Source: an optimization exercise on an open RTL-to-GDS flow (aim: small area and a short achievable clock period). Production flows keep margins and buffers that such runs may drop.
RTL that was checked went through simulation tests only; none was proved equivalent to the original.
Power and IR drop assume default switching activity.

==> flow/design.v <==
module RegularFuzzification(
  input        clock,
  input        reset,
  input        io_start,
  input  [9:0] io_inputs_0,
  input  [9:0] io_inputs_1,
  output       io_outResultValid,
  output [6:0] io_outResult
);
  function gt7(input [6:0] a, input [6:0] b);
    integer i;
    reg g;
    begin
      g = 1'b0;
      for (i = 0; i < 7; i = i + 1)
        g = (a[i] & ~b[i]) | (~(~a[i] & b[i]) & g);
      gt7 = g;
    end
  endfunction
  wire [9:0] xi = io_inputs_0;
  wire [7:0] yi = io_inputs_1[7:0];
  wire xa = xi > 10'd50,  xb = xi > 10'd150, xc = xi > 10'd200, xd = xi > 10'd300,
       xe = xi > 10'd350, xf = xi > 10'd450, xg = xi > 10'd500, xh = xi > 10'd550,
       xk = xi > 10'd600;
  wire a1 = xa && !xb, a2 = xb && !xc, a3 = xc && !xd, a5 = xe && !xf, a67 = xf && !xh,
       a78 = xg && !xk;
  wire [6:0] x7 = xi[6:0];
  wire [6:0] x1i = ({7{!xa}} & 7'd100)          | ({7{a1}}  & (7'd22 - x7)) |
                   ({7{a3}}  & (7'd44 - x7))     | ({7{a5}}  & (x7 + 7'd34)) |
                   ({7{a67}} & (7'd38 - x7));                    
  wire [6:0] x2i = ({7{a1}}  & (x7 + 7'd78))     | ({7{a3}}  & (x7 + 7'd56)) |
                   ({7{a78}} & (x7 + 7'd12))     | ({7{a2 || xk}} & 7'd100);   
  wire [1:0] ii  = {xe, xc};
  wire hxgi = (xi < 10'd100) || (xc && xi < 10'd250) || (xe && xi < 10'd525);
  wire hxei = (xi == 10'd100) || (xi == 10'd250) || (xd && !xe) || (xi == 10'd525);
  wire ya = yi > 8'd20,  yb = yi > 8'd40,  yc = yi > 8'd60,  yd = yi > 8'd80,
       ye = yi > 8'd100, yf = yi > 8'd120, yg = yi > 8'd140, yh = yi > 8'd160;
  wire [1:0] ji  = {yd, yb} == 2'b11 ? {1'b1, yf} : {1'b0, yb};
  wire s1 = ya && !yb, s2 = yc && !yd, s3 = ye && !yf, s4 = yg && !yh;
  wire [6:0] y5  = {yi[4:0], 2'b00} + yi[6:0];               
  wire [6:0] y2i = ({7{s1}} & (y5 + 7'd28)) | ({7{s2}} & (y5 + 7'd84)) |
                   ({7{s3}} & (y5 + 7'd12)) | ({7{s4}} & (y5 + 7'd68)) |
                   ({7{yh}} & 7'd100);                      
  wire       yp  = !(s1 || s2 || s3 || s4 || yh);           
  reg [6:0] X1, X2, Y2;
  reg       i1, i0, j1, j0, hxg, hxe;
  always @(posedge clock) if (io_start) begin
    X1 <= x1i;  X2 <= x2i;  {i1, i0} <= ii;  hxg <= hxgi; hxe <= hxei;
    Y2 <= y2i;  {j1, j0} <= ji;
  end
  wire [6:0] Y1  = 7'd100 - Y2;
  wire       hyg = Y2 < 7'd50;
  wire       hye = Y2 == 7'd50;
  wire g11 = gt7(X1, Y1);
  wire g12 = gt7(X1, Y2);
  wire g21 = gt7(X2, Y1);
  wire g22 = gt7(X2, Y2);
  wire a_X1 = (i1 && j1 && !g12 && hxg) ||
      (i1 && j1 && j0 && !g11 && hxg) ||
      (i1 && j1 && j0 && g11 && !g12);
  wire a_X2 = (i1 && !j1 && j0 && !g22) ||
      (i1 && j1 && !g21 && !hxg) ||
      (i1 && j1 && !j0 && !g22 && !hxg) ||
      (i1 && j1 && !j0 && !g21 && g22);
  wire a_Y1 = (i1 && j1 && j0 && !g11 && g21) ||
      (i1 && j1 && g21 && hyg) ||
      (i1 && j1 && j0 && g11 && hyg);
  wire a_Y2 = (i1 && !j1 && j0 && g22) ||
      (i1 && j1 && !j0 && g12 && !g22) ||
      (i1 && j1 && g12 && !hyg) ||
      (i1 && j1 && !j0 && g22 && !hyg);
  wire n_X1 = (!j1 && !j0 && !g11 && hxg) ||
      (!i0 && !j1 && j0 && !g11) ||
      (!i1 && i0 && j1 && j0 && !g11) ||
      (!i1 && i0 && j1 && !g12 && !g22) ||
      (!i0 && !j1 && !g12 && !g22) ||
      (!i0 && j1 && !j0 && !g11 && g12);
  wire n_X2 = (i0 && !j1 && j0 && !g21) ||
      (!j1 && !j0 && !g21 && !hxg) ||
      (!i0 && j1 && j0 && !g21) ||
      (i0 && !j1 && !j0 && g21 && !g22) ||
      (!i0 && j1 && g11 && g21) ||
      (!i1 && i0 && !j1 && j0 && !g22) ||
      (!i1 && i0 && j1 && !j0 && !g21 && g22) ||
      (!i0 && j1 && !g12 && hxg) ||
      (!i1 && i0 && !j1 && !g12 && !g21);
  wire n_Y1 = (i1 && !j1 && j0 && g21) ||
      (i0 && !j1 && !j0 && g11 && !g21) ||
      (i0 && !j1 && g21 && hyg) ||
      (!i0 && !j0 && !g22 && hyg) ||
      (!i0 && !j1 && !j0 && !g11 && !g12) ||
      (!i1 && i0 && j1 && !j0 && !g11 && g21) ||
      (!i0 && !j1 && !g22 && hyg) ||
      (!i0 && j1 && j0 && g21 && hyg) ||
      (!i0 && j1 && !j0 && !g21 && !hyg) ||
      (!i1 && i0 && j1 && j0 && g11 && hyg);
  wire n_Y2 = (!i0 && j1 && !g11 && !hyg) ||
      (!i1 && i0 && j1 && !g21 && hxg && !hyg) ||
      (!i1 && i0 && !j1 && !g11 && g21 && !hyg) ||
      (!i0 && !j1 && g12 && !hyg) ||
      (!i1 && i0 && j1 && !j0 && g12 && !g22) ||
      (i1 && !j1 && !j0 && g22 && !hyg) ||
      (!i0 && j1 && !j0 && !g11 && !g12);
  wire n_c0 = (i1 && j0) ||
      (j1 && j0 && hyg) ||
      (i1 && !hxg && !hxe) ||
      (i0 && j1 && !j0 && !g22) ||
      (!i0 && j1 && !j0 && g21) ||
      (j1 && j0 && hye) ||
      (i0 && !j1 && !j0 && !hxg && !hxe && hyg) ||
      (i1 && g21) ||
      (i0 && j1 && j0 && !g11) ||
      (!i0 && j1 && j0 && !g21) ||
      (i0 && !j1 && !j0 && g21 && hye);
  wire n_c1 = (i1) ||
      (i0 && !j1 && j0) ||
      (i0 && j1 && !j0 && g22) ||
      (j1 && j0 && g11 && g21) ||
      (i0 && !j1 && g21 && !g22) ||
      (i0 && j0 && !g21 && !hyg && !hye) ||
      (!i0 && j1 && j0 && g21 && !g22) ||
      (i0 && !j1 && !g11 && !hyg && !hye) ||
      (!i0 && j1 && j0 && g22 && !hyg && !hye);
  wire o_X1 = (i0 && !j1 && !g12) ||
      (i1 && j1 && !j0 && !g11) ||
      (!i0 && j1 && j0 && !g11) ||
      (i0 && !j1 && j0 && !g11) ||
      (!i0 && j1 && !g12 && !g22) ||
      (i0 && j1 && !j0 && !g21 && g22) ||
      (i0 && j1 && !j0 && !g11 && g12);
  wire o_X2 = (!i0 && !j1 && !g22) ||
      (!i1 && i0 && j1 && !g12 && !g22) ||
      (!i1 && i0 && j1 && j0 && !g21) ||
      (!i0 && !j1 && j0 && !g21) ||
      (!i0 && j1 && !j0 && !g21 && g22);
  wire o_Y1 = (i1 && j1 && !j0 && g11) ||
      (i0 && !j1 && j0 && g11 && hyg) ||
      (!i0 && j1 && !j0 && g21 && g22) ||
      (i0 && j1 && !j0 && g11 && !g21) ||
      (!i0 && !j1 && j0 && !g12 && hyg) ||
      (!i0 && j1 && j0 && !g22 && hyg) ||
      (!i1 && i0 && j1 && j0 && g21 && hyg);
  wire o_Y2 = (i0 && !j1 && !j0 && g12) ||
      (!i0 && !j1 && !j0 && g22) ||
      (!i0 && j1 && g12 && !hyg) ||
      (i0 && !j1 && g12 && !hyg) ||
      (!i1 && i0 && j1 && g22 && !hyg) ||
      (!i0 && !j1 && g22 && !hyg) ||
      (!i0 && j1 && !j0 && !g21 && !g22) ||
      (!i1 && i0 && j1 && !j0 && !g12 && g22);
  wire o_c3 = (i1) ||
      (i0 && j1 && j0) ||
      (i0 && j1 && g21);
  function [6:0] pick(input s1, input s2, input s3, input s4,
                      input [6:0] a, input [6:0] b, input [6:0] c, input [6:0] d);
    pick = ({7{s1}} & a) | ({7{s2}} & b) | ({7{s3}} & c) | ({7{s4}} & d);
  endfunction
  wire [6:0] ov = pick(o_X1, o_X2, o_Y1, o_Y2, X1, X2, Y1, Y2);
  wire [6:0] nv = pick(n_X1, n_X2, n_Y1, n_Y2, X1, X2, Y1, Y2);
  wire [6:0] av = pick(a_X1, a_X2, a_Y1, a_Y2, X1, X2, Y1, Y2);
  reg [6:0] rov, rnv;
  reg       ro3;
  reg [1:0] rnk;
  always @(posedge clock) if (io_start) begin
    rov <= ov;
    ro3 <= o_c3;
    rnv <= nv;
    rnk <= {n_c1, n_c0};
  end
  reg [6:0] rov2;
  reg       ro32;
  always @(posedge clock) if (io_start) begin
    rov2 <= rov;
    ro32 <= ro3;
  end
  wire [1:0] ok = {ro32, 1'b1};
  wire       take_new = gt7(rnv, rov2) || (rnv == rov2 && rnk < ok);
  wire [6:0] bv = take_new ? rnv : rov2;
  wire [1:0] bk = take_new ? rnk : ok;
  reg  [6:0] wv;
  reg  [2:0] wi;
  always @(posedge clock) if (io_start) begin
    wv <= bv;
    wi <= gt7(av, bv) ? 3'd4 : (bv == 7'd0) ? 3'd0 : {1'b0, bk};
  end
  reg  [6:0] wv2;
  reg  [2:0] wi2;
  always @(posedge clock) if (io_start) begin
    wv2 <= wv;
    wi2 <= wi;
  end
  wire r24gt = i1 && i0 && j1 && j0 && gt7(X2, wv2) && gt7(Y2, wv2);
  wire [2:0] fin = (wi2[2] || r24gt) ? 3'd4 : wi2;
  reg [2:0] f1, f2, f3, f4;
  always @(posedge clock) if (io_start) begin
    f1 <= fin;
    f2 <= f1;
    f3 <= f2;
    f4 <= f3;
  end
  assign io_outResultValid = 1'b0;
  assign io_outResult = io_start ? {4'd0, f4} : 7'd0;
endmodule
clock: 8.0 ns
lec_check: 0
abc_area: 1
cap_margin: 20
core_margin: 2
core_utilization: 40
cts_buf_list: sky130_fd_sc_hd__clkbuf_4 sky130_fd_sc_hd__clkbuf_8
cts_cluster_size: 30
setup_slack_margin: 4.0
slew_margin: 20
run.sh (not shown) runs the stock make flow with config.mk's settings and CLKGATE_MAP_FILE= SYNTH_SCRIPT=/design/flow/synth_recipe.tcl, a recipe that flattens the netlist after the stock synthesis.
Edit:
--- a/flow/design.v
+++ b/flow/design.v
@@ -34,17 +34,16 @@
   wire hxgi = (xi < 10'd100) || (xc && xi < 10'd250) || (xe && xi < 10'd525);
   wire hxei = (xi == 10'd100) || (xi == 10'd250) || (xd && !xe) || (xi == 10'd525);
   wire ya = yi > 8'd20,  yb = yi > 8'd40,  yc = yi > 8'd60,  yd = yi > 8'd80,
        ye = yi > 8'd100, yf = yi > 8'd120, yg = yi > 8'd140, yh = yi > 8'd160;
   wire [1:0] ji  = {yd, yb} == 2'b11 ? {1'b1, yf} : {1'b0, yb};
   wire s1 = ya && !yb, s2 = yc && !yd, s3 = ye && !yf, s4 = yg && !yh;
-  wire [6:0] y5  = {yi[4:0], 2'b00} + yi[6:0];               
-  wire [6:0] y2i = ({7{s1}} & (y5 + 7'd28)) | ({7{s2}} & (y5 + 7'd84)) |
-                   ({7{s3}} & (y5 + 7'd12)) | ({7{s4}} & (y5 + 7'd68)) |
-                   ({7{yh}} & 7'd100);                      
-  wire       yp  = !(s1 || s2 || s3 || s4 || yh);           
+  wire [2:0] ty  = yi[4:2] + {s3 || s4, s1 || s3, 1'b1};
+  wire [4:0] ti  = {ty, yi[1:0]};
+  wire [6:0] t5i = {ti, 2'b00} + {2'b00, ti};
+  wire [6:0] y2i = ({7{s1 || s2 || s3 || s4}} & t5i) | ({7{yh}} & 7'd100);
   reg [6:0] X1, X2, Y2;
   reg       i1, i0, j1, j0, hxg, hxe;
   always @(posedge clock) if (io_start) begin
     X1 <= x1i;  X2 <= x2i;  {i1, i0} <= ii;  hxg <= hxgi; hxe <= hxei;
     Y2 <= y2i;  {j1, j0} <= ji;
   end
Area after synthesis fell by 4.0%.
Global-route usage rose by 0.80 points.
Final cell count fell by 2.7%.
Critical path depth rose by 3.
Design area fell by 3.2%.

* * *

Setup of alpha:
// RegularFuzzification: RTL as listed in full above, without the edits since
Settings: LEC_CHECK=0, CAP_MARGIN=20, CORE_MARGIN=2, CORE_UTILIZATION=40, CTS_BUF_LIST=sky130_fd_sc_hd__clkbuf_4 sky130_fd_sc_hd__clkbuf_8, CTS_CLUSTER_SIZE=30, SETUP_SLACK_MARGIN=4.0, SLEW_MARGIN=20; clock period 8.0 ns.
alpha closes out successfully: all stages finished, all timing, DRC and antenna checks passed.
Modified inputs, beta compared to alpha
-- flow/design.v --
<<< alpha, line 38
  wire [1:0] ji  = {yd, yb} == 2'b11 ? {1'b1, yf} : {1'b0, yb};
  wire s1 = ya && !yb, s2 = yc && !yd, s3 = ye && !yf, s4 = yg && !yh;
  wire [6:0] y5  = {yi[4:0], 2'b00} + yi[6:0];               
  wire [6:0] y2i = ({7{s1}} & (y5 + 7'd28)) | ({7{s2}} & (y5 + 7'd84)) |
                   ({7{s3}} & (y5 + 7'd12)) | ({7{s4}} & (y5 + 7'd68)) |
                   ({7{yh}} & 7'd100);                      
  wire       yp  = !(s1 || s2 || s3 || s4 || yh);           
  reg [6:0] X1, X2, Y2;
  reg       i1, i0, j1, j0, hxg, hxe;
  always @(posedge clock) if (io_start) begin
    X1 <= x1i;  X2 <= x2i;  {i1, i0} <= ii;  hxg <= hxgi; hxe <= hxei;
    Y2 <= y2i;  {j1, j0} <= ji;
  end
  wire [6:0] Y1  = 7'd100 - Y2;
  wire       hyg = Y2 < 7'd50;
  wire       hye = Y2 == 7'd50;
  wire g11 = gt7(X1, Y1);
  wire g12 = gt7(X1, Y2);
>>> beta, line 38
  wire [1:0] ji  = {yd, yb} == 2'b11 ? {1'b1, yf} : {1'b0, yb};
  wire s1 = ya && !yb, s2 = yc && !yd, s3 = ye && !yf, s4 = yg && !yh;
  wire       ysl = s1 || s2 || s3 || s4;
  wire [4:0] ky  = ({5{s1}} & 5'd12) | ({5{s2}} & 5'd4) | ({5{s3}} & 5'd28) | ({5{s4}} & 5'd20);
  wire [4:0] ti  = yi[4:0] + ky;
  reg [6:0] X1, X2;
  reg [4:0] t;
  reg       i1, i0, j1, j0, hxg, hxe, sl, yhi;
  always @(posedge clock) if (io_start) begin
    X1 <= x1i;  X2 <= x2i;  {i1, i0} <= ii;  hxg <= hxgi; hxe <= hxei;
    t  <= ti;   sl <= ysl;  yhi <= yh;       {j1, j0} <= ji;
  end
  reg [6:0] t5, t5n;
  always @* begin
    case (t)
      5'd0: begin t5 = 7'd0; t5n = 7'd100; end
      5'd1: begin t5 = 7'd5; t5n = 7'd95; end
      5'd2: begin t5 = 7'd10; t5n = 7'd90; end
      5'd3: begin t5 = 7'd15; t5n = 7'd85; end
      5'd4: begin t5 = 7'd20; t5n = 7'd80; end
      5'd5: begin t5 = 7'd25; t5n = 7'd75; end
      5'd6: begin t5 = 7'd30; t5n = 7'd70; end
      5'd7: begin t5 = 7'd35; t5n = 7'd65; end
      5'd8: begin t5 = 7'd40; t5n = 7'd60; end
      5'd9: begin t5 = 7'd45; t5n = 7'd55; end
      5'd10: begin t5 = 7'd50; t5n = 7'd50; end
      5'd11: begin t5 = 7'd55; t5n = 7'd45; end
      5'd12: begin t5 = 7'd60; t5n = 7'd40; end
      5'd13: begin t5 = 7'd65; t5n = 7'd35; end
      5'd14: begin t5 = 7'd70; t5n = 7'd30; end
      5'd15: begin t5 = 7'd75; t5n = 7'd25; end
      5'd16: begin t5 = 7'd80; t5n = 7'd20; end
      5'd17: begin t5 = 7'd85; t5n = 7'd15; end
      5'd18: begin t5 = 7'd90; t5n = 7'd10; end
      5'd19: begin t5 = 7'd95; t5n = 7'd5; end
      5'd20: begin t5 = 7'd100; t5n = 7'd0; end
      default: begin t5 = 7'd0; t5n = 7'd0; end
    endcase
  end
  wire [6:0] Y2  = sl ? t5  : yhi ? 7'd100 : 7'd0;
  wire [6:0] Y1  = sl ? t5n : yhi ? 7'd0   : 7'd100;
  wire       hyg = sl ? (t < 5'd10) : !yhi;
  wire       hye = sl && (t == 5'd10);
  wire g11 = gt7(X1, Y1);
  wire g12 = gt7(X1, Y2);
beta | stages: all done | timing, DRC, antenna: all pass
The faster design of the two is alpha; beta tops out lower.
NOTE met3 routed wirelength alpha->beta increased by more than a quarter
Changes observed in beta relative to alpha: area growth from synthesis to final layout +1.6 points, cell area after synthesis +690 um^2, total power +4.9%.
Only the layout flow was run in beta; the RTL was not checked for function there.

==> separate check: timing with driven ports <==
Ports are ideal in the flow. The routed layouts listed here were re-timed in OpenROAD. Step 1 sets driving cells, clkbuf_16 on the clock port and buf_2 on the other inputs (assumed; they add their load-dependent delay and slew). Step 2 moves the port delays by t, midway between the first and last clock arrival at a register: inputs arrive t later, outputs are due t later. That takes back most of the time a late clock gives input paths. Slacks: no drivers / after step 1 / after step 2; pairs: no drivers / after step 1.
run	shift t [ns]	setup slack, ns	worst setup path after step 2
the first run of note 1	0.401	4.083 / 4.096 / 3.696	input to register
the second run of note 1	0.397	4.044 / 4.035 / 3.648	input to register
alpha	0.408	4.066 / 4.066 / 3.689	input to register
beta	0.426	3.981 / 3.978 / 3.551	input to register
After both steps every run listed still meets setup and hold. For beta, which loses most, drivers alone change the setup slack by -0.003 ns; drivers and shift together by -0.430 ns.
